Background: an optimization exercise with open tools, aiming at small area and a short achievable clock period. Do not read the settings as production practice.
Function was not checked in any run shown here: the RTL went through the layout flow alone.
Power figures rest on the tool's default switching activity, not on a simulated workload.

==> design/flow/design.v <==
module design_1
   (bias, bias_1, bias_2, bias_3, clk,
    in1, in1_1, in1_2, in1_3, in2, in2_1, in2_2, in2_3,
    in3, in3_1, in3_2, in3_3, in4, in4_1, in4_2, in4_3,
    mac, n_en, n_in, n_in_1, n_in_2, n_in_3,
    n_out, n_out_1, n_out_2, n_out_3,
    outen, outen_1, outen_2, outen_3, p_en,
    p_out, p_out_1, p_out_2, p_out_3, rst,
    wgh, wgh_1, wgh_2, wgh_3);
  input [15:0]bias;
  input [15:0]bias_1;
  input [15:0]bias_2;
  input [15:0]bias_3;
  input clk;
  input [15:0]in1;
  input [15:0]in1_1;
  input [15:0]in1_2;
  input [15:0]in1_3;
  input [15:0]in2;
  input [15:0]in2_1;
  input [15:0]in2_2;
  input [15:0]in2_3;
  input [15:0]in3;
  input [15:0]in3_1;
  input [15:0]in3_2;
  input [15:0]in3_3;
  input [15:0]in4;
  input [15:0]in4_1;
  input [15:0]in4_2;
  input [15:0]in4_3;
  input mac;
  input n_en;
  input [15:0]n_in;
  input [15:0]n_in_1;
  input [15:0]n_in_2;
  input [15:0]n_in_3;
  output [15:0]n_out;
  output [15:0]n_out_1;
  output [15:0]n_out_2;
  output [15:0]n_out_3;
  output outen;
  output outen_1;
  output outen_2;
  output outen_3;
  input p_en;
  output [15:0]p_out;
  output [15:0]p_out_1;
  output [15:0]p_out_2;
  output [15:0]p_out_3;
  input rst;
  input [15:0]wgh;
  input [15:0]wgh_1;
  input [15:0]wgh_2;
  input [15:0]wgh_3;
  neuron neuron_0 (.clk(clk), .rst(rst), .en(n_en), .mac(mac),
    .n_in(n_in),   .wgh(wgh),   .bias(bias),   .n_out(n_out));
  neuron neuron_1 (.clk(clk), .rst(rst), .en(n_en), .mac(mac),
    .n_in(n_in_1), .wgh(wgh_1), .bias(bias_1), .n_out(n_out_1));
  neuron neuron_2 (.clk(clk), .rst(rst), .en(n_en), .mac(mac),
    .n_in(n_in_2), .wgh(wgh_2), .bias(bias_2), .n_out(n_out_2));
  neuron neuron_3 (.clk(clk), .rst(rst), .en(n_en), .mac(mac),
    .n_in(n_in_3), .wgh(wgh_3), .bias(bias_3), .n_out(n_out_3));
  pooling pooling_0 (.clk(clk), .en(p_en), .in1(in1),   .in2(in2),   .in3(in3),   .in4(in4),   .p_out(p_out),   .outen(outen));
  pooling pooling_1 (.clk(clk), .en(p_en), .in1(in1_1), .in2(in2_1), .in3(in3_1), .in4(in4_1), .p_out(p_out_1), .outen(outen_1));
  pooling pooling_2 (.clk(clk), .en(p_en), .in1(in1_2), .in2(in2_2), .in3(in3_2), .in4(in4_2), .p_out(p_out_2), .outen(outen_2));
  pooling pooling_3 (.clk(clk), .en(p_en), .in1(in1_3), .in2(in2_3), .in3(in3_3), .in4(in4_3), .p_out(p_out_3), .outen(outen_3));
endmodule
module neuron(
  input [15:0] n_in,
  input [15:0] wgh,
  input [15:0] bias,
  input clk,
  input en,
  input rst,
  input mac,
  output [15:0] n_out
);
  reg [14:0] a, b;       
  reg [15:0] temp;       
  reg [15:0] sum;
  reg        tsum;       
  reg [14:0] nout;
  wire [21:0] prod;
  mul15x15_lo22 mul (.a(a), .b(b), .p(prod));
  wire [15:0] x  = mac ? bias : temp;
  wire [14:0] sm = sum[14:0];
  wire [14:0] xm = x[14:0];
  wire [15:0] add = {1'b0, sm} + {1'b0, xm};
  wire        gt = sm > xm;
  wire        eq = sm == xm;
  wire [14:0] dif = gt ? sm - xm : xm - sm;
  wire        same = sum[15] == x[15];
  wire [15:0] nsum = same ? {sum[15], (tsum == sum[15]) ? add[14:0] : 15'h7f80}
                          : {gt ? sum[15] : x[15], dif};
  always @(posedge clk) begin
    if (rst) begin
      b <= 0; temp <= 0; sum <= 0; tsum <= 0; nout <= 0;
    end else if (en) begin
      tsum <= sum[15] ^ x[15] ^ add[15];
      if (!eq) sum <= nsum;
      if (mac) begin
        nout <= sum[15] ? 15'd0 : sum[14:0];
      end else begin
        a <= n_in[14:0];
        b <= wgh[14:0];
        temp <= {n_in[15] ^ wgh[15], prod[21:7]};
      end
    end
  end
  assign n_out = {1'b0, nout};
endmodule
module pooling(
  input clk,
  input [15:0] in1,
  input [15:0] in2,
  input [15:0] in3,
  input [15:0] in4,
  input en,
  output reg [15:0] p_out,
  output reg outen
);
  wire c12 = in1 < in2, c13 = in1 < in3, c14 = in1 < in4;
  wire c23 = in2 < in3, c24 = in2 < in4, c34 = in3 < in4;
  wire s1 = ~c12 & ~c13 & ~c14;
  wire s2 =  c12 & ~c23 & ~c24;
  wire s3 =  c13 &  c23 & ~c34;
  wire s4 = ~(s1 | s2 | s3);
  wire v  = en && in1 != 0;
  wire [15:0] m = ({16{s1}} & in1) | ({16{s2}} & in2) | ({16{s3}} & in3) | ({16{s4}} & in4);
  always @(posedge clk) begin
    outen <= en;
    p_out <= v ? m : 16'd0;
  end
endmodule
module mul15x15_lo22(input [14:0] a, input [14:0] b, output [21:0] p);
  wire pp0_0 = a[0] & b[0];
  wire pp0_1 = a[1] & b[0];
  wire pp0_2 = a[2] & b[0];
  wire pp0_3 = a[3] & b[0];
  wire pp0_4 = a[4] & b[0];
  wire pp0_5 = a[5] & b[0];
  wire pp0_6 = a[6] & b[0];
  wire pp0_7 = a[7] & b[0];
  wire pp0_8 = a[8] & b[0];
  wire pp0_9 = a[9] & b[0];
  wire pp0_10 = a[10] & b[0];
  wire pp0_11 = a[11] & b[0];
  wire pp0_12 = a[12] & b[0];
  wire pp0_13 = a[13] & b[0];
  wire pp0_14 = a[14] & b[0];
  wire pp1_0 = a[0] & b[1];
  wire pp1_1 = a[1] & b[1];
  wire pp1_2 = a[2] & b[1];
  wire pp1_3 = a[3] & b[1];
  wire pp1_4 = a[4] & b[1];
  wire pp1_5 = a[5] & b[1];
  wire pp1_6 = a[6] & b[1];
  wire pp1_7 = a[7] & b[1];
  wire pp1_8 = a[8] & b[1];
  wire pp1_9 = a[9] & b[1];
  wire pp1_10 = a[10] & b[1];
  wire pp1_11 = a[11] & b[1];
  wire pp1_12 = a[12] & b[1];
  wire pp1_13 = a[13] & b[1];
  wire pp1_14 = a[14] & b[1];
  wire pp2_0 = a[0] & b[2];
  wire pp2_1 = a[1] & b[2];
  wire pp2_2 = a[2] & b[2];
  wire pp2_3 = a[3] & b[2];
  wire pp2_4 = a[4] & b[2];
  wire pp2_5 = a[5] & b[2];
  wire pp2_6 = a[6] & b[2];
  wire pp2_7 = a[7] & b[2];
  wire pp2_8 = a[8] & b[2];
  wire pp2_9 = a[9] & b[2];
  wire pp2_10 = a[10] & b[2];
  wire pp2_11 = a[11] & b[2];
  wire pp2_12 = a[12] & b[2];
  wire pp2_13 = a[13] & b[2];
  wire pp2_14 = a[14] & b[2];
  wire pp3_0 = a[0] & b[3];
  wire pp3_1 = a[1] & b[3];
  wire pp3_2 = a[2] & b[3];
  wire pp3_3 = a[3] & b[3];
  wire pp3_4 = a[4] & b[3];
  wire pp3_5 = a[5] & b[3];
  wire pp3_6 = a[6] & b[3];
  wire pp3_7 = a[7] & b[3];
  wire pp3_8 = a[8] & b[3];
  wire pp3_9 = a[9] & b[3];
  wire pp3_10 = a[10] & b[3];
  wire pp3_11 = a[11] & b[3];
  wire pp3_12 = a[12] & b[3];
  wire pp3_13 = a[13] & b[3];
  wire pp3_14 = a[14] & b[3];
  wire pp4_0 = a[0] & b[4];
  wire pp4_1 = a[1] & b[4];
  wire pp4_2 = a[2] & b[4];
  wire pp4_3 = a[3] & b[4];
  wire pp4_4 = a[4] & b[4];
  wire pp4_5 = a[5] & b[4];
  wire pp4_6 = a[6] & b[4];
  wire pp4_7 = a[7] & b[4];
  wire pp4_8 = a[8] & b[4];
  wire pp4_9 = a[9] & b[4];
  wire pp4_10 = a[10] & b[4];
  wire pp4_11 = a[11] & b[4];
  wire pp4_12 = a[12] & b[4];
  wire pp4_13 = a[13] & b[4];
  wire pp4_14 = a[14] & b[4];
  wire pp5_0 = a[0] & b[5];
  wire pp5_1 = a[1] & b[5];
  wire pp5_2 = a[2] & b[5];
  wire pp5_3 = a[3] & b[5];
  wire pp5_4 = a[4] & b[5];
  wire pp5_5 = a[5] & b[5];
  wire pp5_6 = a[6] & b[5];
  wire pp5_7 = a[7] & b[5];
  wire pp5_8 = a[8] & b[5];
  wire pp5_9 = a[9] & b[5];
  wire pp5_10 = a[10] & b[5];
  wire pp5_11 = a[11] & b[5];
  wire pp5_12 = a[12] & b[5];
  wire pp5_13 = a[13] & b[5];
  wire pp5_14 = a[14] & b[5];
  wire pp6_0 = a[0] & b[6];
  wire pp6_1 = a[1] & b[6];
  wire pp6_2 = a[2] & b[6];
  wire pp6_3 = a[3] & b[6];
  wire pp6_4 = a[4] & b[6];
  wire pp6_5 = a[5] & b[6];
  wire pp6_6 = a[6] & b[6];
  wire pp6_7 = a[7] & b[6];
  wire pp6_8 = a[8] & b[6];
  wire pp6_9 = a[9] & b[6];
  wire pp6_10 = a[10] & b[6];
  wire pp6_11 = a[11] & b[6];
  wire pp6_12 = a[12] & b[6];
  wire pp6_13 = a[13] & b[6];
  wire pp6_14 = a[14] & b[6];
  wire pp7_0 = a[0] & b[7];
  wire pp7_1 = a[1] & b[7];
  wire pp7_2 = a[2] & b[7];
  wire pp7_3 = a[3] & b[7];
  wire pp7_4 = a[4] & b[7];
  wire pp7_5 = a[5] & b[7];
  wire pp7_6 = a[6] & b[7];
  wire pp7_7 = a[7] & b[7];
  wire pp7_8 = a[8] & b[7];
  wire pp7_9 = a[9] & b[7];
  wire pp7_10 = a[10] & b[7];
  wire pp7_11 = a[11] & b[7];
  wire pp7_12 = a[12] & b[7];
  wire pp7_13 = a[13] & b[7];
  wire pp7_14 = a[14] & b[7];
  wire pp8_0 = a[0] & b[8];
  wire pp8_1 = a[1] & b[8];
  wire pp8_2 = a[2] & b[8];
  wire pp8_3 = a[3] & b[8];
  wire pp8_4 = a[4] & b[8];
  wire pp8_5 = a[5] & b[8];
  wire pp8_6 = a[6] & b[8];
  wire pp8_7 = a[7] & b[8];
  wire pp8_8 = a[8] & b[8];
  wire pp8_9 = a[9] & b[8];
  wire pp8_10 = a[10] & b[8];
  wire pp8_11 = a[11] & b[8];
  wire pp8_12 = a[12] & b[8];
  wire pp8_13 = a[13] & b[8];
  wire pp9_0 = a[0] & b[9];
  wire pp9_1 = a[1] & b[9];
  wire pp9_2 = a[2] & b[9];
  wire pp9_3 = a[3] & b[9];
  wire pp9_4 = a[4] & b[9];
  wire pp9_5 = a[5] & b[9];
  wire pp9_6 = a[6] & b[9];
  wire pp9_7 = a[7] & b[9];
  wire pp9_8 = a[8] & b[9];
  wire pp9_9 = a[9] & b[9];
  wire pp9_10 = a[10] & b[9];
  wire pp9_11 = a[11] & b[9];
  wire pp9_12 = a[12] & b[9];
  wire pp10_0 = a[0] & b[10];
  wire pp10_1 = a[1] & b[10];
  wire pp10_2 = a[2] & b[10];
  wire pp10_3 = a[3] & b[10];
  wire pp10_4 = a[4] & b[10];
  wire pp10_5 = a[5] & b[10];
  wire pp10_6 = a[6] & b[10];
  wire pp10_7 = a[7] & b[10];
  wire pp10_8 = a[8] & b[10];
  wire pp10_9 = a[9] & b[10];
  wire pp10_10 = a[10] & b[10];
  wire pp10_11 = a[11] & b[10];
  wire pp11_0 = a[0] & b[11];
  wire pp11_1 = a[1] & b[11];
  wire pp11_2 = a[2] & b[11];
  wire pp11_3 = a[3] & b[11];
  wire pp11_4 = a[4] & b[11];
  wire pp11_5 = a[5] & b[11];
  wire pp11_6 = a[6] & b[11];
  wire pp11_7 = a[7] & b[11];
  wire pp11_8 = a[8] & b[11];
  wire pp11_9 = a[9] & b[11];
  wire pp11_10 = a[10] & b[11];
  wire pp12_0 = a[0] & b[12];
  wire pp12_1 = a[1] & b[12];
  wire pp12_2 = a[2] & b[12];
  wire pp12_3 = a[3] & b[12];
  wire pp12_4 = a[4] & b[12];
  wire pp12_5 = a[5] & b[12];
  wire pp12_6 = a[6] & b[12];
  wire pp12_7 = a[7] & b[12];
  wire pp12_8 = a[8] & b[12];
  wire pp12_9 = a[9] & b[12];
  wire pp13_0 = a[0] & b[13];
  wire pp13_1 = a[1] & b[13];
  wire pp13_2 = a[2] & b[13];
  wire pp13_3 = a[3] & b[13];
  wire pp13_4 = a[4] & b[13];
  wire pp13_5 = a[5] & b[13];
  wire pp13_6 = a[6] & b[13];
  wire pp13_7 = a[7] & b[13];
  wire pp13_8 = a[8] & b[13];
  wire pp14_0 = a[0] & b[14];
  wire pp14_1 = a[1] & b[14];
  wire pp14_2 = a[2] & b[14];
  wire pp14_3 = a[3] & b[14];
  wire pp14_4 = a[4] & b[14];
  wire pp14_5 = a[5] & b[14];
  wire pp14_6 = a[6] & b[14];
  wire pp14_7 = a[7] & b[14];
  wire s0 = pp0_13 ^ pp10_3;
  wire c0 = pp0_13 & pp10_3;
  wire s1 = pp0_14 ^ pp10_4 ^ pp11_3;
  wire c1 = (pp0_14 & pp10_4) | (pp0_14 & pp11_3) | (pp10_4 & pp11_3);
  wire s2 = pp12_2 ^ pp13_1;
  wire c2 = pp12_2 & pp13_1;
  wire s3 = pp10_5 ^ pp11_4 ^ pp12_3;
  wire c3 = (pp10_5 & pp11_4) | (pp10_5 & pp12_3) | (pp11_4 & pp12_3);
  wire s4 = pp13_2 ^ pp14_1;
  wire c4 = pp13_2 & pp14_1;
  wire s5 = pp10_6 ^ pp11_5 ^ pp12_4;
  wire c5 = (pp10_6 & pp11_5) | (pp10_6 & pp12_4) | (pp11_5 & pp12_4);
  wire s6 = pp0_9 ^ pp1_8;
  wire c6 = pp0_9 & pp1_8;
  wire s7 = pp0_10 ^ pp10_0 ^ pp1_9;
  wire c7 = (pp0_10 & pp10_0) | (pp0_10 & pp1_9) | (pp10_0 & pp1_9);
  wire s8 = pp2_8 ^ pp3_7;
  wire c8 = pp2_8 & pp3_7;
  wire s9 = pp0_11 ^ pp10_1 ^ pp11_0;
  wire c9 = (pp0_11 & pp10_1) | (pp0_11 & pp11_0) | (pp10_1 & pp11_0);
  wire s10 = pp1_10 ^ pp2_9 ^ pp3_8;
  wire c10 = (pp1_10 & pp2_9) | (pp1_10 & pp3_8) | (pp2_9 & pp3_8);
  wire s11 = pp4_7 ^ pp5_6;
  wire c11 = pp4_7 & pp5_6;
  wire s12 = pp0_12 ^ pp10_2 ^ pp11_1;
  wire c12 = (pp0_12 & pp10_2) | (pp0_12 & pp11_1) | (pp10_2 & pp11_1);
  wire s13 = pp12_0 ^ pp1_11 ^ pp2_10;
  wire c13 = (pp12_0 & pp1_11) | (pp12_0 & pp2_10) | (pp1_11 & pp2_10);
  wire s14 = pp3_9 ^ pp4_8 ^ pp5_7;
  wire c14 = (pp3_9 & pp4_8) | (pp3_9 & pp5_7) | (pp4_8 & pp5_7);
  wire s15 = pp6_6 ^ pp7_5;
  wire c15 = pp6_6 & pp7_5;
  wire s16 = pp11_2 ^ pp12_1 ^ pp13_0;
  wire c16 = (pp11_2 & pp12_1) | (pp11_2 & pp13_0) | (pp12_1 & pp13_0);
  wire s17 = pp1_12 ^ pp2_11 ^ pp3_10;
  wire c17 = (pp1_12 & pp2_11) | (pp1_12 & pp3_10) | (pp2_11 & pp3_10);
  wire s18 = pp4_9 ^ pp5_8 ^ pp6_7;
  wire c18 = (pp4_9 & pp5_8) | (pp4_9 & pp6_7) | (pp5_8 & pp6_7);
  wire s19 = pp7_6 ^ pp8_5 ^ pp9_4;
  wire c19 = (pp7_6 & pp8_5) | (pp7_6 & pp9_4) | (pp8_5 & pp9_4);
  wire s20 = pp14_0 ^ pp1_13 ^ pp2_12;
  wire c20 = (pp14_0 & pp1_13) | (pp14_0 & pp2_12) | (pp1_13 & pp2_12);
  wire s21 = pp3_11 ^ pp4_10 ^ pp5_9;
  wire c21 = (pp3_11 & pp4_10) | (pp3_11 & pp5_9) | (pp4_10 & pp5_9);
  wire s22 = pp6_8 ^ pp7_7 ^ pp8_6;
  wire c22 = (pp6_8 & pp7_7) | (pp6_8 & pp8_6) | (pp7_7 & pp8_6);
  wire s23 = pp9_5 ^ c0 ^ s2;
  wire c23 = (pp9_5 & c0) | (pp9_5 & s2) | (c0 & s2);
  wire s24 = pp1_14 ^ pp2_13 ^ pp3_12;
  wire c24 = (pp1_14 & pp2_13) | (pp1_14 & pp3_12) | (pp2_13 & pp3_12);
  wire s25 = pp4_11 ^ pp5_10 ^ pp6_9;
  wire c25 = (pp4_11 & pp5_10) | (pp4_11 & pp6_9) | (pp5_10 & pp6_9);
  wire s26 = pp7_8 ^ pp8_7 ^ pp9_6;
  wire c26 = (pp7_8 & pp8_7) | (pp7_8 & pp9_6) | (pp8_7 & pp9_6);
  wire s27 = c2 ^ s4 ^ c1;
  wire c27 = (c2 & s4) | (c2 & c1) | (s4 & c1);
  wire s28 = pp13_3 ^ pp14_2 ^ pp2_14;
  wire c28 = (pp13_3 & pp14_2) | (pp13_3 & pp2_14) | (pp14_2 & pp2_14);
  wire s29 = pp3_13 ^ pp4_12 ^ pp5_11;
  wire c29 = (pp3_13 & pp4_12) | (pp3_13 & pp5_11) | (pp4_12 & pp5_11);
  wire s30 = pp6_10 ^ pp7_9 ^ pp8_8;
  wire c30 = (pp6_10 & pp7_9) | (pp6_10 & pp8_8) | (pp7_9 & pp8_8);
  wire s31 = pp9_7 ^ c4 ^ c3;
  wire c31 = (pp9_7 & c4) | (pp9_7 & c3) | (c4 & c3);
  wire s32 = pp10_7 ^ pp11_6 ^ pp12_5;
  wire c32 = (pp10_7 & pp11_6) | (pp10_7 & pp12_5) | (pp11_6 & pp12_5);
  wire s33 = pp13_4 ^ pp14_3 ^ pp3_14;
  wire c33 = (pp13_4 & pp14_3) | (pp13_4 & pp3_14) | (pp14_3 & pp3_14);
  wire s34 = pp4_13 ^ pp5_12 ^ pp6_11;
  wire c34 = (pp4_13 & pp5_12) | (pp4_13 & pp6_11) | (pp5_12 & pp6_11);
  wire s35 = pp7_10 ^ pp8_9 ^ pp9_8;
  wire c35 = (pp7_10 & pp8_9) | (pp7_10 & pp9_8) | (pp8_9 & pp9_8);
  wire s36 = pp10_8 ^ pp11_7 ^ pp12_6;
  wire c36 = (pp10_8 & pp11_7) | (pp10_8 & pp12_6) | (pp11_7 & pp12_6);
  wire s37 = pp13_5 ^ pp14_4 ^ pp4_14;
  wire c37 = (pp13_5 & pp14_4) | (pp13_5 & pp4_14) | (pp14_4 & pp4_14);
  wire s38 = pp5_13 ^ pp6_12 ^ pp7_11;
  wire c38 = (pp5_13 & pp6_12) | (pp5_13 & pp7_11) | (pp6_12 & pp7_11);
  wire s39 = pp10_9 ^ pp11_8 ^ pp12_7;
  wire c39 = (pp10_9 & pp11_8) | (pp10_9 & pp12_7) | (pp11_8 & pp12_7);
  wire s40 = pp13_6 ^ pp14_5 ^ pp5_14;
  wire c40 = (pp13_6 & pp14_5) | (pp13_6 & pp5_14) | (pp14_5 & pp5_14);
  wire s41 = pp10_10 ^ pp11_9 ^ pp12_8;
  wire c41 = (pp10_10 & pp11_9) | (pp10_10 & pp12_8) | (pp11_9 & pp12_8);
  wire s42 = pp0_6 ^ pp1_5;
  wire c42 = pp0_6 & pp1_5;
  wire s43 = pp0_7 ^ pp1_6 ^ pp2_5;
  wire c43 = (pp0_7 & pp1_6) | (pp0_7 & pp2_5) | (pp1_6 & pp2_5);
  wire s44 = pp3_4 ^ pp4_3;
  wire c44 = pp3_4 & pp4_3;
  wire s45 = pp0_8 ^ pp1_7 ^ pp2_6;
  wire c45 = (pp0_8 & pp1_7) | (pp0_8 & pp2_6) | (pp1_7 & pp2_6);
  wire s46 = pp3_5 ^ pp4_4 ^ pp5_3;
  wire c46 = (pp3_5 & pp4_4) | (pp3_5 & pp5_3) | (pp4_4 & pp5_3);
  wire s47 = pp6_2 ^ pp7_1;
  wire c47 = pp6_2 & pp7_1;
  wire s48 = pp2_7 ^ pp3_6 ^ pp4_5;
  wire c48 = (pp2_7 & pp3_6) | (pp2_7 & pp4_5) | (pp3_6 & pp4_5);
  wire s49 = pp5_4 ^ pp6_3 ^ pp7_2;
  wire c49 = (pp5_4 & pp6_3) | (pp5_4 & pp7_2) | (pp6_3 & pp7_2);
  wire s50 = pp8_1 ^ pp9_0 ^ s6;
  wire c50 = (pp8_1 & pp9_0) | (pp8_1 & s6) | (pp9_0 & s6);
  wire s51 = pp4_6 ^ pp5_5 ^ pp6_4;
  wire c51 = (pp4_6 & pp5_5) | (pp4_6 & pp6_4) | (pp5_5 & pp6_4);
  wire s52 = pp7_3 ^ pp8_2 ^ pp9_1;
  wire c52 = (pp7_3 & pp8_2) | (pp7_3 & pp9_1) | (pp8_2 & pp9_1);
  wire s53 = c6 ^ s8 ^ s7;
  wire c53 = (c6 & s8) | (c6 & s7) | (s8 & s7);
  wire s54 = pp6_5 ^ pp7_4 ^ pp8_3;
  wire c54 = (pp6_5 & pp7_4) | (pp6_5 & pp8_3) | (pp7_4 & pp8_3);
  wire s55 = pp9_2 ^ c8 ^ s11;
  wire c55 = (pp9_2 & c8) | (pp9_2 & s11) | (c8 & s11);
  wire s56 = c7 ^ s10 ^ s9;
  wire c56 = (c7 & s10) | (c7 & s9) | (s10 & s9);
  wire s57 = pp8_4 ^ pp9_3 ^ c11;
  wire c57 = (pp8_4 & pp9_3) | (pp8_4 & c11) | (pp9_3 & c11);
  wire s58 = s15 ^ c10 ^ c9;
  wire c58 = (s15 & c10) | (s15 & c9) | (c10 & c9);
  wire s59 = s12 ^ s13 ^ s14;
  wire c59 = (s12 & s13) | (s12 & s14) | (s13 & s14);
  wire s60 = c15 ^ s0 ^ c12;
  wire c60 = (c15 & s0) | (c15 & c12) | (s0 & c12);
  wire s61 = c13 ^ c14 ^ s16;
  wire c61 = (c13 & c14) | (c13 & s16) | (c14 & s16);
  wire s62 = s17 ^ s18 ^ s19;
  wire c62 = (s17 & s18) | (s17 & s19) | (s18 & s19);
  wire s63 = c16 ^ c17 ^ c18;
  wire c63 = (c16 & c17) | (c16 & c18) | (c17 & c18);
  wire s64 = c19 ^ s1 ^ s20;
  wire c64 = (c19 & s1) | (c19 & s20) | (s1 & s20);
  wire s65 = s21 ^ s22 ^ s23;
  wire c65 = (s21 & s22) | (s21 & s23) | (s22 & s23);
  wire s66 = c20 ^ c21 ^ c22;
  wire c66 = (c20 & c21) | (c20 & c22) | (c21 & c22);
  wire s67 = s24 ^ s25 ^ s26;
  wire c67 = (s24 & s25) | (s24 & s26) | (s25 & s26);
  wire s68 = s3 ^ c23 ^ s27;
  wire c68 = (s3 & c23) | (s3 & s27) | (c23 & s27);
  wire s69 = c24 ^ c25 ^ c26;
  wire c69 = (c24 & c25) | (c24 & c26) | (c25 & c26);
  wire s70 = s28 ^ s29 ^ s30;
  wire c70 = (s28 & s29) | (s28 & s30) | (s29 & s30);
  wire s71 = s5 ^ c27 ^ s31;
  wire c71 = (s5 & c27) | (s5 & s31) | (c27 & s31);
  wire s72 = c28 ^ c29 ^ c30;
  wire c72 = (c28 & c29) | (c28 & c30) | (c29 & c30);
  wire s73 = c5 ^ s32 ^ s33;
  wire c73 = (c5 & s32) | (c5 & s33) | (s32 & s33);
  wire s74 = s34 ^ s35 ^ c31;
  wire c74 = (s34 & s35) | (s34 & c31) | (s35 & c31);
  wire s75 = pp8_10 ^ pp9_9 ^ c32;
  wire c75 = (pp8_10 & pp9_9) | (pp8_10 & c32) | (pp9_9 & c32);
  wire s76 = c33 ^ c34 ^ c35;
  wire c76 = (c33 & c34) | (c33 & c35) | (c34 & c35);
  wire s77 = s36 ^ s37 ^ s38;
  wire c77 = (s36 & s37) | (s36 & s38) | (s37 & s38);
  wire s78 = pp6_13 ^ pp7_12 ^ pp8_11;
  wire c78 = (pp6_13 & pp7_12) | (pp6_13 & pp8_11) | (pp7_12 & pp8_11);
  wire s79 = pp9_10 ^ c36 ^ c37;
  wire c79 = (pp9_10 & c36) | (pp9_10 & c37) | (c36 & c37);
  wire s80 = c38 ^ s39 ^ s40;
  wire c80 = (c38 & s39) | (c38 & s40) | (s39 & s40);
  wire s81 = pp13_7 ^ pp14_6 ^ pp6_14;
  wire c81 = (pp13_7 & pp14_6) | (pp13_7 & pp6_14) | (pp14_6 & pp6_14);
  wire s82 = pp7_13 ^ pp8_12 ^ pp9_11;
  wire c82 = (pp7_13 & pp8_12) | (pp7_13 & pp9_11) | (pp8_12 & pp9_11);
  wire s83 = c39 ^ c40 ^ s41;
  wire c83 = (c39 & c40) | (c39 & s41) | (c40 & s41);
  wire s84 = pp10_11 ^ pp11_10 ^ pp12_9;
  wire c84 = (pp10_11 & pp11_10) | (pp10_11 & pp12_9) | (pp11_10 & pp12_9);
  wire s85 = pp13_8 ^ pp14_7 ^ pp7_14;
  wire c85 = (pp13_8 & pp14_7) | (pp13_8 & pp7_14) | (pp14_7 & pp7_14);
  wire s86 = pp8_13 ^ pp9_12 ^ c41;
  wire c86 = (pp8_13 & pp9_12) | (pp8_13 & c41) | (pp9_12 & c41);
  wire s87 = pp0_4 ^ pp1_3;
  wire c87 = pp0_4 & pp1_3;
  wire s88 = pp0_5 ^ pp1_4 ^ pp2_3;
  wire c88 = (pp0_5 & pp1_4) | (pp0_5 & pp2_3) | (pp1_4 & pp2_3);
  wire s89 = pp3_2 ^ pp4_1;
  wire c89 = pp3_2 & pp4_1;
  wire s90 = pp2_4 ^ pp3_3 ^ pp4_2;
  wire c90 = (pp2_4 & pp3_3) | (pp2_4 & pp4_2) | (pp3_3 & pp4_2);
  wire s91 = pp5_1 ^ pp6_0 ^ s42;
  wire c91 = (pp5_1 & pp6_0) | (pp5_1 & s42) | (pp6_0 & s42);
  wire s92 = pp5_2 ^ pp6_1 ^ pp7_0;
  wire c92 = (pp5_2 & pp6_1) | (pp5_2 & pp7_0) | (pp6_1 & pp7_0);
  wire s93 = c42 ^ s44 ^ s43;
  wire c93 = (c42 & s44) | (c42 & s43) | (s44 & s43);
  wire s94 = pp8_0 ^ c44 ^ s47;
  wire c94 = (pp8_0 & c44) | (pp8_0 & s47) | (c44 & s47);
  wire s95 = c43 ^ s45 ^ s46;
  wire c95 = (c43 & s45) | (c43 & s46) | (s45 & s46);
  wire s96 = c47 ^ c45 ^ c46;
  wire c96 = (c47 & c45) | (c47 & c46) | (c45 & c46);
  wire s97 = s48 ^ s49 ^ s50;
  wire c97 = (s48 & s49) | (s48 & s50) | (s49 & s50);
  wire s98 = c48 ^ c49 ^ s51;
  wire c98 = (c48 & c49) | (c48 & s51) | (c49 & s51);
  wire s99 = s52 ^ c50 ^ s53;
  wire c99 = (s52 & c50) | (s52 & s53) | (c50 & s53);
  wire s100 = c51 ^ c52 ^ s54;
  wire c100 = (c51 & c52) | (c51 & s54) | (c52 & s54);
  wire s101 = s55 ^ c53 ^ s56;
  wire c101 = (s55 & c53) | (s55 & s56) | (c53 & s56);
  wire s102 = c54 ^ c55 ^ s57;
  wire c102 = (c54 & c55) | (c54 & s57) | (c55 & s57);
  wire s103 = c56 ^ s58 ^ s59;
  wire c103 = (c56 & s58) | (c56 & s59) | (s58 & s59);
  wire s104 = c57 ^ c58 ^ c59;
  wire c104 = (c57 & c58) | (c57 & c59) | (c58 & c59);
  wire s105 = s60 ^ s61 ^ s62;
  wire c105 = (s60 & s61) | (s60 & s62) | (s61 & s62);
  wire s106 = c60 ^ c61 ^ c62;
  wire c106 = (c60 & c61) | (c60 & c62) | (c61 & c62);
  wire s107 = s63 ^ s64 ^ s65;
  wire c107 = (s63 & s64) | (s63 & s65) | (s64 & s65);
  wire s108 = c63 ^ c64 ^ s66;
  wire c108 = (c63 & c64) | (c63 & s66) | (c64 & s66);
  wire s109 = s67 ^ c65 ^ s68;
  wire c109 = (s67 & c65) | (s67 & s68) | (c65 & s68);
  wire s110 = c66 ^ c67 ^ s69;
  wire c110 = (c66 & c67) | (c66 & s69) | (c67 & s69);
  wire s111 = s70 ^ c68 ^ s71;
  wire c111 = (s70 & c68) | (s70 & s71) | (c68 & s71);
  wire s112 = c69 ^ c70 ^ s72;
  wire c112 = (c69 & c70) | (c69 & s72) | (c70 & s72);
  wire s113 = s73 ^ c71 ^ s74;
  wire c113 = (s73 & c71) | (s73 & s74) | (c71 & s74);
  wire s114 = c72 ^ c73 ^ s75;
  wire c114 = (c72 & c73) | (c72 & s75) | (c73 & s75);
  wire s115 = s76 ^ s77 ^ c74;
  wire c115 = (s76 & s77) | (s76 & c74) | (s77 & c74);
  wire s116 = s78 ^ c75 ^ c76;
  wire c116 = (s78 & c75) | (s78 & c76) | (c75 & c76);
  wire s117 = c77 ^ s79 ^ s80;
  wire c117 = (c77 & s79) | (c77 & s80) | (s79 & s80);
  wire s118 = c78 ^ s81 ^ s82;
  wire c118 = (c78 & s81) | (c78 & s82) | (s81 & s82);
  wire s119 = c79 ^ c80 ^ s83;
  wire c119 = (c79 & c80) | (c79 & s83) | (c80 & s83);
  wire s120 = c81 ^ c82 ^ s84;
  wire c120 = (c81 & c82) | (c81 & s84) | (c82 & s84);
  wire s121 = s85 ^ c83 ^ s86;
  wire c121 = (s85 & c83) | (s85 & s86) | (c83 & s86);
  wire s122 = pp0_3 ^ pp1_2;
  wire c122 = pp0_3 & pp1_2;
  wire s123 = pp2_2 ^ pp3_1 ^ pp4_0;
  wire c123 = (pp2_2 & pp3_1) | (pp2_2 & pp4_0) | (pp3_1 & pp4_0);
  wire s124 = pp5_0 ^ c87 ^ s89;
  wire c124 = (pp5_0 & c87) | (pp5_0 & s89) | (c87 & s89);
  wire s125 = c89 ^ c88 ^ s90;
  wire c125 = (c89 & c88) | (c89 & s90) | (c88 & s90);
  wire s126 = c90 ^ s92 ^ c91;
  wire c126 = (c90 & s92) | (c90 & c91) | (s92 & c91);
  wire s127 = c92 ^ s94 ^ c93;
  wire c127 = (c92 & s94) | (c92 & c93) | (s94 & c93);
  wire s128 = c94 ^ c95 ^ s96;
  wire c128 = (c94 & c95) | (c94 & s96) | (c95 & s96);
  wire s129 = c96 ^ s98 ^ c97;
  wire c129 = (c96 & s98) | (c96 & c97) | (s98 & c97);
  wire s130 = c98 ^ s100 ^ c99;
  wire c130 = (c98 & s100) | (c98 & c99) | (s100 & c99);
  wire s131 = c100 ^ s102 ^ c101;
  wire c131 = (c100 & s102) | (c100 & c101) | (s102 & c101);
  wire s132 = c102 ^ c103 ^ s104;
  wire c132 = (c102 & c103) | (c102 & s104) | (c103 & s104);
  wire s133 = c104 ^ c105 ^ s106;
  wire c133 = (c104 & c105) | (c104 & s106) | (c105 & s106);
  wire s134 = c106 ^ s108 ^ c107;
  wire c134 = (c106 & s108) | (c106 & c107) | (s108 & c107);
  wire s135 = c108 ^ s110 ^ c109;
  wire c135 = (c108 & s110) | (c108 & c109) | (s110 & c109);
  wire s136 = c110 ^ s112 ^ c111;
  wire c136 = (c110 & s112) | (c110 & c111) | (s112 & c111);
  wire s137 = c112 ^ s114 ^ c113;
  wire c137 = (c112 & s114) | (c112 & c113) | (s114 & c113);
  wire s138 = c114 ^ s116 ^ s117;
  wire c138 = (c114 & s116) | (c114 & s117) | (s116 & s117);
  wire s139 = s118 ^ c116 ^ c117;
  wire c139 = (s118 & c116) | (s118 & c117) | (c116 & c117);
  wire s140 = c118 ^ s120 ^ c119;
  wire c140 = (c118 & s120) | (c118 & c119) | (s120 & c119);
  wire s141 = pp0_2 ^ pp1_1;
  wire c141 = pp0_2 & pp1_1;
  wire s142 = pp2_1 ^ pp3_0 ^ s122;
  wire c142 = (pp2_1 & pp3_0) | (pp2_1 & s122) | (pp3_0 & s122);
  wire s143 = c122 ^ s87 ^ s123;
  wire c143 = (c122 & s87) | (c122 & s123) | (s87 & s123);
  wire s144 = c123 ^ s88 ^ s124;
  wire c144 = (c123 & s88) | (c123 & s124) | (s88 & s124);
  wire s145 = c124 ^ s91 ^ s125;
  wire c145 = (c124 & s91) | (c124 & s125) | (s91 & s125);
  wire s146 = c125 ^ s93 ^ s126;
  wire c146 = (c125 & s93) | (c125 & s126) | (s93 & s126);
  wire s147 = s95 ^ c126 ^ s127;
  wire c147 = (s95 & c126) | (s95 & s127) | (c126 & s127);
  wire s148 = c127 ^ s97 ^ s128;
  wire c148 = (c127 & s97) | (c127 & s128) | (s97 & s128);
  wire s149 = c128 ^ s99 ^ s129;
  wire c149 = (c128 & s99) | (c128 & s129) | (s99 & s129);
  wire s150 = s101 ^ c129 ^ s130;
  wire c150 = (s101 & c129) | (s101 & s130) | (c129 & s130);
  wire s151 = s103 ^ c130 ^ s131;
  wire c151 = (s103 & c130) | (s103 & s131) | (c130 & s131);
  wire s152 = s105 ^ c131 ^ s132;
  wire c152 = (s105 & c131) | (s105 & s132) | (c131 & s132);
  wire s153 = c132 ^ s107 ^ s133;
  wire c153 = (c132 & s107) | (c132 & s133) | (s107 & s133);
  wire s154 = c133 ^ s109 ^ s134;
  wire c154 = (c133 & s109) | (c133 & s134) | (s109 & s134);
  wire s155 = s111 ^ c134 ^ s135;
  wire c155 = (s111 & c134) | (s111 & s135) | (c134 & s135);
  wire s156 = s113 ^ c135 ^ s136;
  wire c156 = (s113 & c135) | (s113 & s136) | (c135 & s136);
  wire s157 = s115 ^ c136 ^ s137;
  wire c157 = (s115 & c136) | (s115 & s137) | (c136 & s137);
  wire s158 = c115 ^ s138 ^ c137;
  wire c158 = (c115 & s138) | (c115 & c137) | (s138 & c137);
  wire s159 = s119 ^ c138 ^ s139;
  wire c159 = (s119 & c138) | (s119 & s139) | (c138 & s139);
  wire s160 = s121 ^ c139 ^ s140;
  wire c160 = (s121 & c139) | (s121 & s140) | (c139 & s140);
  wire [21:0] r0 = {c159, s159, c157, c156, c155, c154, c153, c152, c151, c150, c149, c148, c147, c146, c145, c144, c143, c142, c141, pp2_0, pp0_1, pp0_0};
  wire [21:0] r1 = {s160, c158, s158, s157, s156, s155, s154, s153, s152, s151, s150, s149, s148, s147, s146, s145, s144, s143, s142, s141, pp1_0, 1'b0};
  assign p = r0 + r1;
endmodule
==> design/flow/run.sh <==
#!/bin/bash
# synth_recipe.tcl (not shown) runs the flow's synth.tcl, then flattens the netlist and writes it again
# the make line also repeats each setting of config.mk as NAME=value (left out here)
make -C /OpenROAD-flow-scripts/flow DESIGN_CONFIG=/design/flow/config.mk WORK_HOME=/design/flow/orfs CLKGATE_MAP_FILE= SYNTH_SCRIPT=/design/flow/synth_recipe.tcl finish
==> design/flow/config.mk <==
export PLATFORM = sky130hd
export DESIGN_NAME = design_1
export DESIGN_NICKNAME = design_1
export VERILOG_FILES = /design/flow/design.v
export SDC_FILE = /design/flow/constraint.sdc
export NUM_CORES = 4
export LEC_CHECK = 0
export CAP_MARGIN = 20
export CORE_MARGIN = 2
export CORE_UTILIZATION = 40
export PLACE_DENSITY = 0.6
export SLEW_MARGIN = 20
==> design/flow/constraint.sdc <==
create_clock -name core_clock -period 9.0 [get_ports {clk}]
set_input_delay 1.8000 -clock core_clock [delete_from_list [all_inputs] [get_ports {clk}]]
set_output_delay 1.8000 -clock core_clock [all_outputs]
set_load 0.01 [all_outputs]
==> flow_metrics.env, run 1 <==
export IMPL_status="timing/DRC/antenna clean"
export IMPL_grt_pass1_vias=48000
export IMPL_cp_max_fo=13
export IMPL_crit_reg2reg_launch="neuron_0.a[9]"
export IMPL_row_count=134
export IMPL_fp_coreArea_mm2=0.133
export IMPL_postCtsSetupBuffers=0
export IMPL_grt_pass1_wl_um=278000
export IMPL_layout_nets=8479
export IMPL_syn_area_mm2=0.0538
export IMPL_syn_to_final_growth_pct=16.9
export IMPL_cp_slowest_stage_delay_ns=0.65
export IMPL_post_drt_wl_per_cell_um=20.6
export IMPL_clock_skew_final_ns=0.0365
export IMPL_async_flop_share=0
export IMPL_dpl_instance_area_mm2=0.0610
export IMPL_ys_ff_latch=377
export IMPL_multi_input_area_mm2=0.0405
export IMPL_regArea_mm2=0.00815
export IMPL_synth_enable_flop_cells=60
export IMPL_vias=46700
export IMPL_fin_hold_ws_ns=0.447
export IMPL_startpoint_type="flip-flop"
export IMPL_syn_inst=6410
export IMPL_synthXorXnorAreaFrac=0.0223
export IMPL_power_leakage_nw=29.4
export IMPL_worstSetupStartpoint="neuron_0.a[9]"
export IMPL_finalCritPeriodShare=0.668
export IMPL_cts_buffer_depth=3
export IMPL_synthAdderAreaFrac=0.368
export IMPL_placed_cells=8498
export IMPL_hp_class="reg -> reg"
export IMPL_critPathTopFamily="adder cells"
export IMPL_ys_warn_count=2
export IMPL_cts_made_buffers=54
export IMPL_seq_area_frac_synth=0.151
export IMPL_ant_nets=0
export IMPL_drt_iter0_markers=3544
export IMPL_max_freq_ghz=0.166
export IMPL_path_clk_slew_ns=0.06
export IMPL_power_density_mw_per_mm2=147
export IMPL_setup_worst_path_end="neuron_0.temp[11]"
export IMPL_synth_top_cell_by_area="fa_1"
export IMPL_first_pass_iters=6
export IMPL_cpMaxStageDelayCell="edfxtp_1"
export IMPL_drive_above_1_share=0.0281
export IMPL_irDropWorstVdd_mv=0.132
export IMPL_muxShareOfSynthArea=0.0217
export IMPL_fp_dieW_um=371
export IMPL_clock_latency_ns=0.66
export IMPL_worstMarginPinSlew_ns=1.10
export IMPL_yosys_area_share_simple=0.172
export IMPL_cts_tree="yes"
export IMPL_rsz0062_at_grt="false"
export IMPL_boundaryPins=585
export IMPL_r2r_cells=19
export IMPL_die_h_um=371
export IMPL_synthDominantCellAreaShare=0.213
export IMPL_synth_flop_cell="dfxtp_1"
export IMPL_synth_cell_types=104
export IMPL_slew_headroom=0.265
export IMPL_post_place_ws_ns=2.61
export IMPL_rr_endpoint="neuron_0.temp[11]"
export IMPL_dp_hpwl_um=138000
export IMPL_fin_tns_setup_ns=0
export IMPL_portBuffers=580
export IMPL_period_needed_ns=6.01
export IMPL_worst_path_buf_inv=2
export IMPL_routed_wl_um=178000
export IMPL_min_from="neuron_3.temp[8]"
export IMPL_ctsHoldBuffers=0
export IMPL_max_cap_viol_count=0
export IMPL_gp_congestion=0.947
export IMPL_ctsRootBufferMaster="clkbuf_16"
export IMPL_setup_viol=0
export IMPL_design_area_mm2=0.0629
export IMPL_overflow=0
export IMPL_crit_type="reg -> reg"
export IMPL_worstPathRequired_ns=9.56
export IMPL_synth_avg_cell_area_um2=8.40
export IMPL_clock_sinks=377
export IMPL_ff2ff_setup_slack_ns=2.99
export IMPL_htreeDepth=2
export IMPL_vias_per_cell=5.43
export IMPL_crit_path_end_kind="flip-flop"
export IMPL_crit_chain="and2_1 -> fa_1 -> inv_1 -> fa_1 -> fa_1 -> fa_1 -> fa_1 -> inv_1 -> ha_1 -> o21a_1 -> o21a_1 -> a21o_1 -> a21oi_1 -> o31a_2 -> nor2_1 -> a2111oi_4 -> nor2b_1 -> or3_1 -> a32o_1"
export IMPL_dieArea_mm2=0.138
export IMPL_path_common_cell="fa_1"
export IMPL_synth_top_family_by_area="adder cells"
export IMPL_start_util=0.403
export IMPL_grt_max_degree=87
export IMPL_synth_compound_area_share=0.167
export IMPL_arrival_ns=6.57
export IMPL_drcViolationCount=0
export IMPL_cts_resized=0
export IMPL_antenna_found_initial=17
export IMPL_nFillCells=13100
export IMPL_synth_area_leaders="fa_1, ha_1, dfxtp_1"
export IMPL_finalHoldViolCount=0
export IMPL_slew_viol_final=0
export IMPL_synth_common_cells="inv_1, ha_1, nand2_1"
export IMPL_yosysMostFrequentCell="inv_1"
export IMPL_gr_usage_all_layers=0.257
export IMPL_fin_cells=8604
export IMPL_crit_cells=19
export IMPL_fin_ws_ns=2.99
[through the flow]
stage | util | power (mW)
after floorplan | - | 5.40
after global placement | 0.457 | 6.81
after detailed placement | 0.457 | 6.84
after CTS | 0.471 | 9.25
after global routing | 0.471 | 9.90
final | 0.471 | 9.22
[logic make-up after synthesis]
kind of cell             after synthesis
other                                  1
AND/OR/NAND/NOR                     1850
XOR/XNOR                             137
adder cells (fa/ha/maj)             1240
flip-flops                           377
buffers and inverters               1373
AO/OA/AOI/OAI                       1317
multiplexers                         115
[how the worst min path moves through the flow]
stage	cells past startpoint	slack, ns	endpoint
3_3_place_gp	2	0.44	neuron_1.temp[0]
4_1_cts	2	0.45	neuron_3.temp[7]
5_1_grt	2	0.47	neuron_3.temp[7]
2_1_floorplan	2	0.42	neuron_1.temp[13]
6_report	2	0.45	neuron_3.temp[8]
3_5_place_dp	2	0.44	neuron_2.temp[0]
[final cells by class]
type | instances | share of cell area
antenna | 6 | 0.000239
clock buffer | 78 | 0.0252
clock inverter | 22 | 0.00515
inverter | 1077 | 0.0643
multi-input combinational | 4663 | 0.644
sequential | 377 | 0.130
tap | 1768 | 0.0352
timing repair buffer | 613 | 0.0963
[metal layers]
| layer | wire length [um] | track usage | part of all wire | vias up |
|---|---|---|---|---|
| li1 | - | - | - | 22000 |
| met1 | 81200 | 0.359 | 0.46 | 22800 |
| met2 | 78200 | 0.403 | 0.44 | 1561 |
| met3 | 13100 | 0.0462 | 0.074 | 253 |
| met4 | 4920 | 0.0741 | 0.028 | 16 |
| met5 | 109 | 0 | 0.00061 | - |
[worst register-to-register path: cells and delay by family (launching register included)]
kind	cells	cell delay, ns
flip-flops	1	0.65
adder cells (fa/ha/maj)	6	2.94
AND/OR/NAND/NOR	4	0.78
buffers and inverters	2	0.10
AO/OA/AOI/OAI	7	1.45
[cells in the final DEF, fill, tap and decap left out, types with 41 or more instances in the layout]
| cell | count |
|---|---|
| a22o_1 | 54 |
| nor2_1 | 277 |
| a21oi_1 | 445 |
| clkbuf_16 | 56 |
| clkdlybuf4s50_1 | 578 |
| inv_1 | 1076 |
| nand3_1 | 41 |
| xnor2_1 | 111 |
| a211oi_1 | 47 |
| nand2_1 | 612 |
| a222oi_1 | 64 |
| dfxtp_1 | 317 |
| fa_1 | 572 |
| mux2i_1 | 105 |
| nor4_1 | 44 |
| and2_1 | 527 |
| nor2b_1 | 44 |
| o21ai_0 | 170 |
| nand2b_1 | 41 |
| nand4_1 | 58 |
| a21o_1 | 174 |
| edfxtp_1 | 60 |
| nor3_1 | 113 |
| ha_1 | 668 |
[registers in the layout, indices dropped and copies added (netlist names), 16 cells and up]
signal	flops
neuron_3.sum	16
pooling_2.p_out	16
pooling_1.p_out	16
neuron_2.sum	16
neuron_0.sum	16
neuron_1.temp	16
neuron_0.temp	16
neuron_3.temp	16
neuron_2.temp	16
pooling_0.p_out	16
pooling_3.p_out	16
neuron_1.sum	16
[power breakdown]
group	internal (mW)	switching, mW
sequential	1.91	0.283
combinational	1.95	2.74
clock	1.42	0.925
==> run 2: changes to the inputs <==
--- a/design/flow/config.mk
+++ b/design/flow/config.mk
@@ -9,4 +9,5 @@
 export CORE_MARGIN = 2
 export CORE_UTILIZATION = 40
 export PLACE_DENSITY = 0.6
+export SETUP_SLACK_MARGIN = 3.5
 export SLEW_MARGIN = 20
==> run 2 against run 1 <==
Sequential share of layout area shrank 0.19 points. Clock skew grew 0.0011 ns. Wire length grew 1.3%. First-iteration DRC count shrank 5.1%. Fmax grew 10%. Synthesized area is the same. Total power grew 0.96%. Register-to-register slack gained 0.55 ns. Synthesized cell count is the same.
==> flow_metrics.env, run 2 <==
export IMPL_synth_flop_cell="dfxtp_1"
export IMPL_gp_congestion=0.925
export IMPL_slew_viol_final=0
export IMPL_p_switching_mw=4.02
export IMPL_finalHoldViolCount=0
export IMPL_crit_type="reg -> reg"
export IMPL_pwr_share_clk=0.239
export IMPL_drcViolationCount=0
export IMPL_arrival_ns=6.00
export IMPL_clock_latency_ns=0.68
export IMPL_grt_pass1_vias=47900
export IMPL_setup_viol=0
export IMPL_path_clk_slew_ns=0.06
export IMPL_clock_sinks=377
export IMPL_final_common_cell="inv_1"
export IMPL_antenna_found_initial=11
export IMPL_row_count=134
export IMPL_synth_common_cells="inv_1, ha_1, nand2_1"
export IMPL_layout_common_cells="inv_1, ha_1, nand2_1"
export IMPL_synth_enable_flop_cells=60
export IMPL_fp_dieW_um=371
export IMPL_switching_share=0.432
export IMPL_startpoint_type="flip-flop"
export IMPL_cts_tree="yes"
export IMPL_finalPower_mw=9.31
export IMPL_vias_per_cell=5.41
export IMPL_worstMarginPinSlew_ns=1.12
export IMPL_synth_compound_area_share=0.167
export IMPL_seqPwrFrac=0.231
export IMPL_crit_reg2reg_launch="neuron_0.a[9]"
export IMPL_min_from="neuron_3.temp[8]"
export IMPL_grt_pass1_wl_um=277000
export IMPL_yosysMostFrequentCell="inv_1"
export IMPL_muxShareOfSynthArea=0.0217
export IMPL_cts_buffer_depth=3
export IMPL_ant_nets=0
export IMPL_hp_class="reg -> reg"
export IMPL_synthAdderAreaFrac=0.368
export IMPL_worstPathRequired_ns=9.54
export IMPL_syn_to_final_growth_pct=19.5
export IMPL_design_area_mm2=0.0643
export IMPL_grt_max_degree=94
export IMPL_routed_wl_um=180000
export IMPL_seq_area_frac_synth=0.151
export IMPL_fp_coreArea_mm2=0.133
export IMPL_syn_inst=6410
export IMPL_dp_hpwl_um=137000
export IMPL_dpl_instance_area_mm2=0.0610
export IMPL_max_freq_ghz=0.183
export IMPL_portBuffers=580
export IMPL_internal_power_mw=5.29
export IMPL_finalCritPeriodShare=0.607
export IMPL_first_pass_iters=7
export IMPL_rsz0062_at_grt="true"
export IMPL_synthDominantCellAreaShare=0.213
export IMPL_r2r_cells=20
export IMPL_synth_area_leaders="fa_1, ha_1, dfxtp_1"
export IMPL_min_path_cells=2
export IMPL_synth_top_cell_by_area="fa_1"
export IMPL_power_leakage_nw=30.0
export IMPL_dieArea_mm2=0.138
export IMPL_cts_made_buffers=53
export IMPL_overflow=0
export IMPL_slew_headroom=0.250
export IMPL_ys_warn_count=2
export IMPL_htreeDepth=2
export IMPL_syn_area_mm2=0.0538
export IMPL_multi_input_area_mm2=0.0410
export IMPL_yosys_area_share_simple=0.172
export IMPL_worstSetupStartpoint="neuron_0.a[9]"
export IMPL_nFillCells=13100
export IMPL_drive_above_1_share=0.0638
export IMPL_synth_cell_types=104
export IMPL_boundaryPins=585
export IMPL_ctsRootBufferMaster="clkbuf_16"
export IMPL_ys_ff_latch=377
export IMPL_clock_skew_final_ns=0.0377
export IMPL_synthXorXnorAreaFrac=0.0223
export IMPL_async_flop_share=0
export IMPL_synth_avg_cell_area_um2=8.40
export IMPL_power_frac_comb=0.530
export IMPL_crit_path_end_kind="flip-flop"
export IMPL_vias=47200
export IMPL_start_util=0.403
export IMPL_fin_tns_setup_ns=0
export IMPL_cp_max_fo=3
export IMPL_die_h_um=371
export IMPL_synth_top_family_by_area="adder cells"
export IMPL_n_antenna_cell=0
export IMPL_gr_usage_all_layers=0.256
export IMPL_period_needed_ns=5.46
export IMPL_irDropWorstVdd_mv=0.208
export IMPL_max_cap_viol_count=0
export IMPL_drt_iter0_markers=3364
export IMPL_regArea_mm2=0.00821
export IMPL_power_density_mw_per_mm2=145
export IMPL_post_drt_wl_per_cell_um=20.6
export IMPL_status="timing/DRC/antenna clean"
export IMPL_layout_nets=8608
export IMPL_ff2ff_setup_slack_ns=3.54
## run 2: cell counts after synthesis
No cell type changed its count.
## run 2: kinds of logic after synthesis
group	Yosys count
buffers and inverters	1373
AOI/OAI and AO/OA	1317
xor gates and xnor gates	137
other	1
adders and majority gates	1240
muxes	115
DFF	377
and+or+nand+nor	1850
## run 2: area by class of cell
type,instances,area share
clock buffers,63,0.0217
repair buffers,742,0.111
multi-input cells,4664,0.637
flip-flops and latches,377,0.128
well taps,1768,0.0344
clock inverters,36,0.00615
inverters,1077,0.0628
## run 2: routing by layer
metal | wire, um | global-route usage | vias up
met1 | 81500 | 0.354 | 23200
met5 | 156 | 0 | -
met3 | 12400 | 0.0448 | 238
li1 | - | - | 22300
met4 | 4230 | 0.0610 | 24
met2 | 81600 | 0.415 | 1422
## run 2: final timing paths
path,endpoint
worst min register to register,neuron_3.temp[8]
worst max-delay path,neuron_0.temp[11]
worst max register to register,neuron_0.temp[11]
worst min-delay path,neuron_3.temp[8]
## run 2: stage by stage
step           utilization  setup WS (ns)  hold WS (ns)  std cells
2_1_floorplan            -           3.53         0.419       6413
3_3_place_gp         0.457           2.31         0.441       8498
3_5_place_dp         0.457           2.27         0.445       8498
4_1_cts              0.476           3.50         0.454       8687
5_1_grt              0.482           3.41         0.473       8727
6_report             0.482           3.54         0.453       8727
## run 2: timing repair
item,in CTS,in global routing
hold buffers,0,0
buffers inserted,89,40
cloned,1,0
endpoints found under the hold margin,0,0
setup endpoints to repair,45,38
pin swaps,5,60
resized for setup,38,114
## run 2: critical path, cell delays in order (launching register included)
cell and delay, ns:
edfxtp_1 0.51, buf_6 0.17, and2_1 0.14, ha_1 0.30, inv_2 0.07, fa_1 0.43, fa_2 0.38, fa_1 0.48
inv_1 0.05, fa_1 0.56, ha_4 0.22, o21a_1 0.16, o21a_1 0.21, a21o_1 0.21, a21oi_2 0.14, o31a_2 0.18
nor2_2 0.06, a2111oi_4 0.36, nor2b_1 0.09, or3_1 0.38, a32o_1 0.25
## run 2: power by group through the flow
stage	registers [mW]	clock network [mW]	logic [mW]
floorplan	2.07	0	3.33
global placement	2.22	0	4.60
detailed placement	2.22	0	4.63
CTS	2.15	2.30	4.75
global route	2.17	2.35	5.47
finish	2.15	2.22	4.94
==> run 3: changes to the inputs <==
--- a/design/flow/design.v
+++ b/design/flow/design.v
@@ -80,15 +80,36 @@
   reg [15:0] sum;
   reg        tsum;       
   reg [14:0] nout;
+  function [29:0] prefix15(input [14:0] g, input [14:0] p);
+    reg [14:0] G, P, Gn, Pn;
+    integer i, k;
+    begin
+      G = g; P = p;
+      for (k = 1; k < 15; k = k * 2) begin
+        Gn = G; Pn = P;
+        for (i = k; i < 15; i = i + 1) begin
+          Gn[i] = G[i] | (P[i] & G[i-k]);
+          Pn[i] = P[i] & P[i-k];
+        end
+        G = Gn; P = Pn;
+      end
+      prefix15 = {P, G};
+    end
+  endfunction
   wire [21:0] prod;
   mul15x15_lo22 mul (.a(a), .b(b), .p(prod));
   wire [15:0] x  = mac ? bias : temp;
   wire [14:0] sm = sum[14:0];
   wire [14:0] xm = x[14:0];
-  wire [15:0] add = {1'b0, sm} + {1'b0, xm};
-  wire        gt = sm > xm;
-  wire        eq = sm == xm;
-  wire [14:0] dif = gt ? sm - xm : xm - sm;
+  wire [14:0] pd = sm ^ ~xm;
+  wire [29:0] d  = prefix15(sm & ~xm, pd);
+  wire [14:0] gd = d[14:0], ad = d[29:15];
+  wire        gt = gd[14];
+  wire        eq = ad[14];
+  wire [14:0] dif = gt ? (pd ^ {gd[13:0] | ad[13:0], 1'b1}) : ~(pd ^ {gd[13:0], 1'b0});
+  wire [14:0] pa = sm ^ xm;
+  wire [29:0] s  = prefix15(sm & xm, pa);
+  wire [15:0] add = {s[14], pa ^ {s[13:0], 1'b0}};
   wire        same = sum[15] == x[15];
   wire [15:0] nsum = same ? {sum[15], (tsum == sum[15]) ? add[14:0] : 15'h7f80}
                           : {gt ? sum[15] : x[15], dif};
==> design/flow/flow/run.sh (new file) <==
#!/bin/bash
# The standard layout, with the ports buffered by the smallest plain buffer
# (buffer_ports otherwise picks a clkdlybuf4s50_1 delay cell for every port).
set -euo pipefail
export BUFFER_PORTS_ARGS="-buffer_cell sky130_fd_sc_hd__buf_1"
bash standard.sh > standard.log 2>&1
==> design/flow/standard.sh (new file) <==
#!/bin/bash
# synth_recipe.tcl (not shown) runs the flow's synth.tcl, then flattens the netlist and writes it again
# the make line also repeats each setting of config.mk as NAME=value (left out here)
make -C /OpenROAD-flow-scripts/flow DESIGN_CONFIG=/design/flow/config.mk WORK_HOME=/design/flow/orfs CLKGATE_MAP_FILE= SYNTH_SCRIPT=/design/flow/synth_recipe.tcl "${@:-finish}"
--- a/design/flow/config.mk
+++ b/design/flow/config.mk
@@ -9,5 +9,4 @@
 export CORE_MARGIN = 2
 export CORE_UTILIZATION = 40
 export PLACE_DENSITY = 0.6
-export SETUP_SLACK_MARGIN = 3.5
 export SLEW_MARGIN = 20
removed: design/flow/run.sh
==> run 3 against run 2 <==
Largest power group unchanged. Synthesized cell count down 3.2%. Register-to-register slack worse by 0.52 ns. Highest routed layer unchanged. Synthesized area down 3.2%. Total power down 7.7%. Combinational power down 18%. Critical path depth down 1.
==> flow_metrics.env, run 3 <==
export IMPL_cts_buffer_depth=3
export IMPL_layout_common_cells="inv_1, nand2_1, ha_1"
export IMPL_grt_pass1_vias=45500
export IMPL_irDropWorstVdd_mv=0.157
export IMPL_clock_sinks=377
export IMPL_r2r_cells=19
export IMPL_boundaryPins=585
export IMPL_grt_pass1_wl_um=261000
export IMPL_fp_coreArea_mm2=0.129
export IMPL_dp_hpwl_um=131000
export IMPL_period_needed_ns=5.98
export IMPL_post_drt_wl_per_cell_um=19.9
export IMPL_setup_viol=0
export IMPL_min_path_cells=2
export IMPL_drt_iter0_markers=3368
export IMPL_path_clk_slew_ns=0.06
export IMPL_routed_wl_um=167000
export IMPL_gr_usage_all_layers=0.249
export IMPL_ys_ff_latch=377
export IMPL_power_density_mw_per_mm2=149
export IMPL_first_pass_iters=10
export IMPL_drcViolationCount=0
export IMPL_gp_congestion=0.915
export IMPL_die_h_um=365
export IMPL_finalCritPeriodShare=0.664
export IMPL_post_place_ws_ns=2.79
export IMPL_synth_top_cell_by_area="fa_1"
export IMPL_postCtsSetupBuffers=0
export IMPL_synthDominantCellAreaShare=0.218
export IMPL_syn_to_final_growth_pct=10.6
export IMPL_max_freq_ghz=0.167
export IMPL_clock_latency_ns=0.66
export IMPL_ctsHoldBuffers=0
export IMPL_portBuffers=580
export IMPL_syn_inst=6208
export IMPL_fp_dieW_um=365
export IMPL_slew_headroom=0.265
export IMPL_cts_tree="yes"
export IMPL_startpoint_type="flip-flop"
export IMPL_worstPathRequired_ns=9.56
export IMPL_ys_warn_count=2
export IMPL_synth_flop_cell="dfxtp_1"
export IMPL_yosysMostFrequentCell="inv_1"
export IMPL_finalHoldViolCount=0
export IMPL_cpMaxStageDelayCell="edfxtp_1"
export IMPL_antenna_found_initial=17
export IMPL_fin_tns_setup_ns=0
export IMPL_slew_viol_final=0
export IMPL_drive_above_1_share=0.0269
export IMPL_arrival_ns=6.54
export IMPL_grt_max_degree=180
export IMPL_cp_max_fo=14
export IMPL_rsz0062_at_grt="false"
export IMPL_syn_area_mm2=0.0521
export IMPL_crit_type="reg -> reg"
export IMPL_async_flop_share=0
export IMPL_crit_chain="and2_1 -> fa_1 -> inv_1 -> fa_1 -> inv_1 -> fa_1 -> fa_1 -> inv_1 -> fa_1 -> inv_1 -> ha_1 -> nand2_1 -> o21ai_0 -> a31o_2 -> a311oi_1 -> a21oi_1 -> a31o_2 -> xor2_1 -> a22o_1"
export IMPL_power_leakage_nw=26.7
export IMPL_crit_path_end_kind="flip-flop"
export IMPL_path_common_cell="fa_1"
export IMPL_crit_cells=19
export IMPL_final_common_cell="inv_1"
export IMPL_status="timing/DRC/antenna clean"
export IMPL_synth_enable_flop_cells=60
export IMPL_htreeDepth=2
export IMPL_ant_nets=0
export IMPL_synth_common_cells="inv_1, nand2_1, ha_1"
export IMPL_layout_nets=8237
export IMPL_cts_made_buffers=54
export IMPL_row_count=132
export IMPL_start_util=0.403
export IMPL_vias_per_cell=5.40
export IMPL_cp_slowest_stage_delay_ns=0.64
export IMPL_ctsRootBufferMaster="clkbuf_16"
export IMPL_cts_resized=0
export IMPL_clock_skew_final_ns=0.0246
export IMPL_critPathTopFamily="adder cells"
export IMPL_synth_cell_types=95
export IMPL_synth_avg_cell_area_um2=8.39
export IMPL_overflow=0
export IMPL_synth_area_leaders="fa_1, ha_1, dfxtp_1"
export IMPL_worstMarginPinSlew_ns=1.10
export IMPL_seq_area_frac_synth=0.156
export IMPL_worst_path_buf_inv=4
export IMPL_vias=45300
export IMPL_fin_ws_ns=3.02
export IMPL_dieArea_mm2=0.133
export IMPL_hp_class="reg -> reg"
export IMPL_max_cap_viol_count=0
[run 3: path summary, 6_finish.rpt]
| path | start | to | slack [ns] |
|---|---|---|---|
| setup / recovery | neuron_1.a[0] | neuron_1.temp[13] | 3.02 |
| hold / removal | neuron_3.temp[3] | neuron_3.temp[3] | 0.45 |
| setup reg to reg | neuron_1.a[0] | neuron_1.temp[13] | 3.02 |
| hold reg to reg | neuron_3.temp[3] | neuron_3.temp[3] | 0.45 |
[run 3: stage by stage]
step / total power, mW / instance area (um2) / std cells / utilization / hold WS, ns
finish: 8.60 / 57600 / 8398 / 0.446 / 0.448
global route: 9.27 / 57600 / 8393 / 0.446 / 0.474
CTS: 8.64 / 57600 / 8387 / 0.445 / 0.451
detailed placement: 6.23 / 55700 / 8286 / 0.431 / 0.443
global placement: 6.20 / 55700 / 8286 / 0.431 / 0.439
floorplan: 5.09 / 52100 / 6211 / - / 0.431
[run 3: area by class of cell]
class                      count  area (um2)
fill                       13100       71700
multi-input combinational   4589       39300
sequential                   377        8150
inverter                     965        3620
timing repair buffer         613        2460
tap                         1742        2180
clock buffer                  67        1470
clock inverter                34         437
antenna                       11        27.5
[run 3: cell families after synthesis]
logic type / after synthesis / share of synthesized area
buffers and inverters: 1245 / 0.0911
adder cells (fa/ha/maj): 1184 / 0.366
XOR/XNOR: 163 / 0.0274
AND/OR/NAND/NOR: 1879 / 0.181
other: 1 / 0.0000720
flip-flops: 377 / 0.156
multiplexers: 85 / 0.0164
AO/OA/AOI/OAI: 1274 / 0.161
[run 3: where the power goes]
part	switching (mW)	leakage [nW]	internal (mW)
Clock	0.934	0.922	1.42
Sequential	0.287	3.15	1.90
Combinational	2.42	22.6	1.64
[run 3: worst register-to-register path, cell delays in order (launching register included)]
cell and delay (ns):
edfxtp_1 0.64, and2_1 0.30, fa_1 0.54, inv_1 0.06
fa_1 0.53, inv_1 0.05, fa_1 0.44, fa_1 0.57
inv_1 0.06, fa_1 0.53, inv_1 0.04, ha_1 0.31
nand2_1 0.10, o21ai_0 0.13, a31o_2 0.27, a311oi_1 0.44
a21oi_1 0.23, a31o_2 0.32, xor2_1 0.14, a22o_1 0.17
[run 3: routing by layer]
layer | GRT usage | share of wire | vias to the layer above
met5 | 0 | 0.00060 | -
met4 | 0.0804 | 0.031 | 16
met3 | 0.0480 | 0.068 | 250
met2 | 0.396 | 0.45 | 1321
met1 | 0.340 | 0.45 | 22200
li1 | - | - | 21500

port drivers added, routing unchanged:
No port has a modelled driver above. Below, the same layouts with a new extraction and two added sets of constraints.
Step 1 assumes that a clkbuf_16 drives the clock port and a buf_2 every other input.
Step 2 also shifts input and output timing later by t, the mid clock arrival at the registers, as if the neighbouring blocks saw the same clock.
a / b / c = ideal / step 1 / step 2; a / b = the first two.
| run | t, ns | setup slack, ns | worst setup path after step 2 | slew at the worst register clock pin (ns) |
|---|---|---|---|---|
| run 1 | 0.727 | 2.991 / 2.991 / 2.398 | input to register | 0.07 / 0.07 |
| run 2 | 0.729 | 3.537 / 3.537 / 2.966 | input to register | 0.07 / 0.07 |
| run 3 | 0.727 | 3.020 / 3.020 / 2.699 | input to register | 0.06 / 0.06 |
After both steps setup and hold are still met in every run listed. For run 1, which loses most, drivers alone change the setup slack by 0.000 ns; drivers and shift together by -0.593 ns.
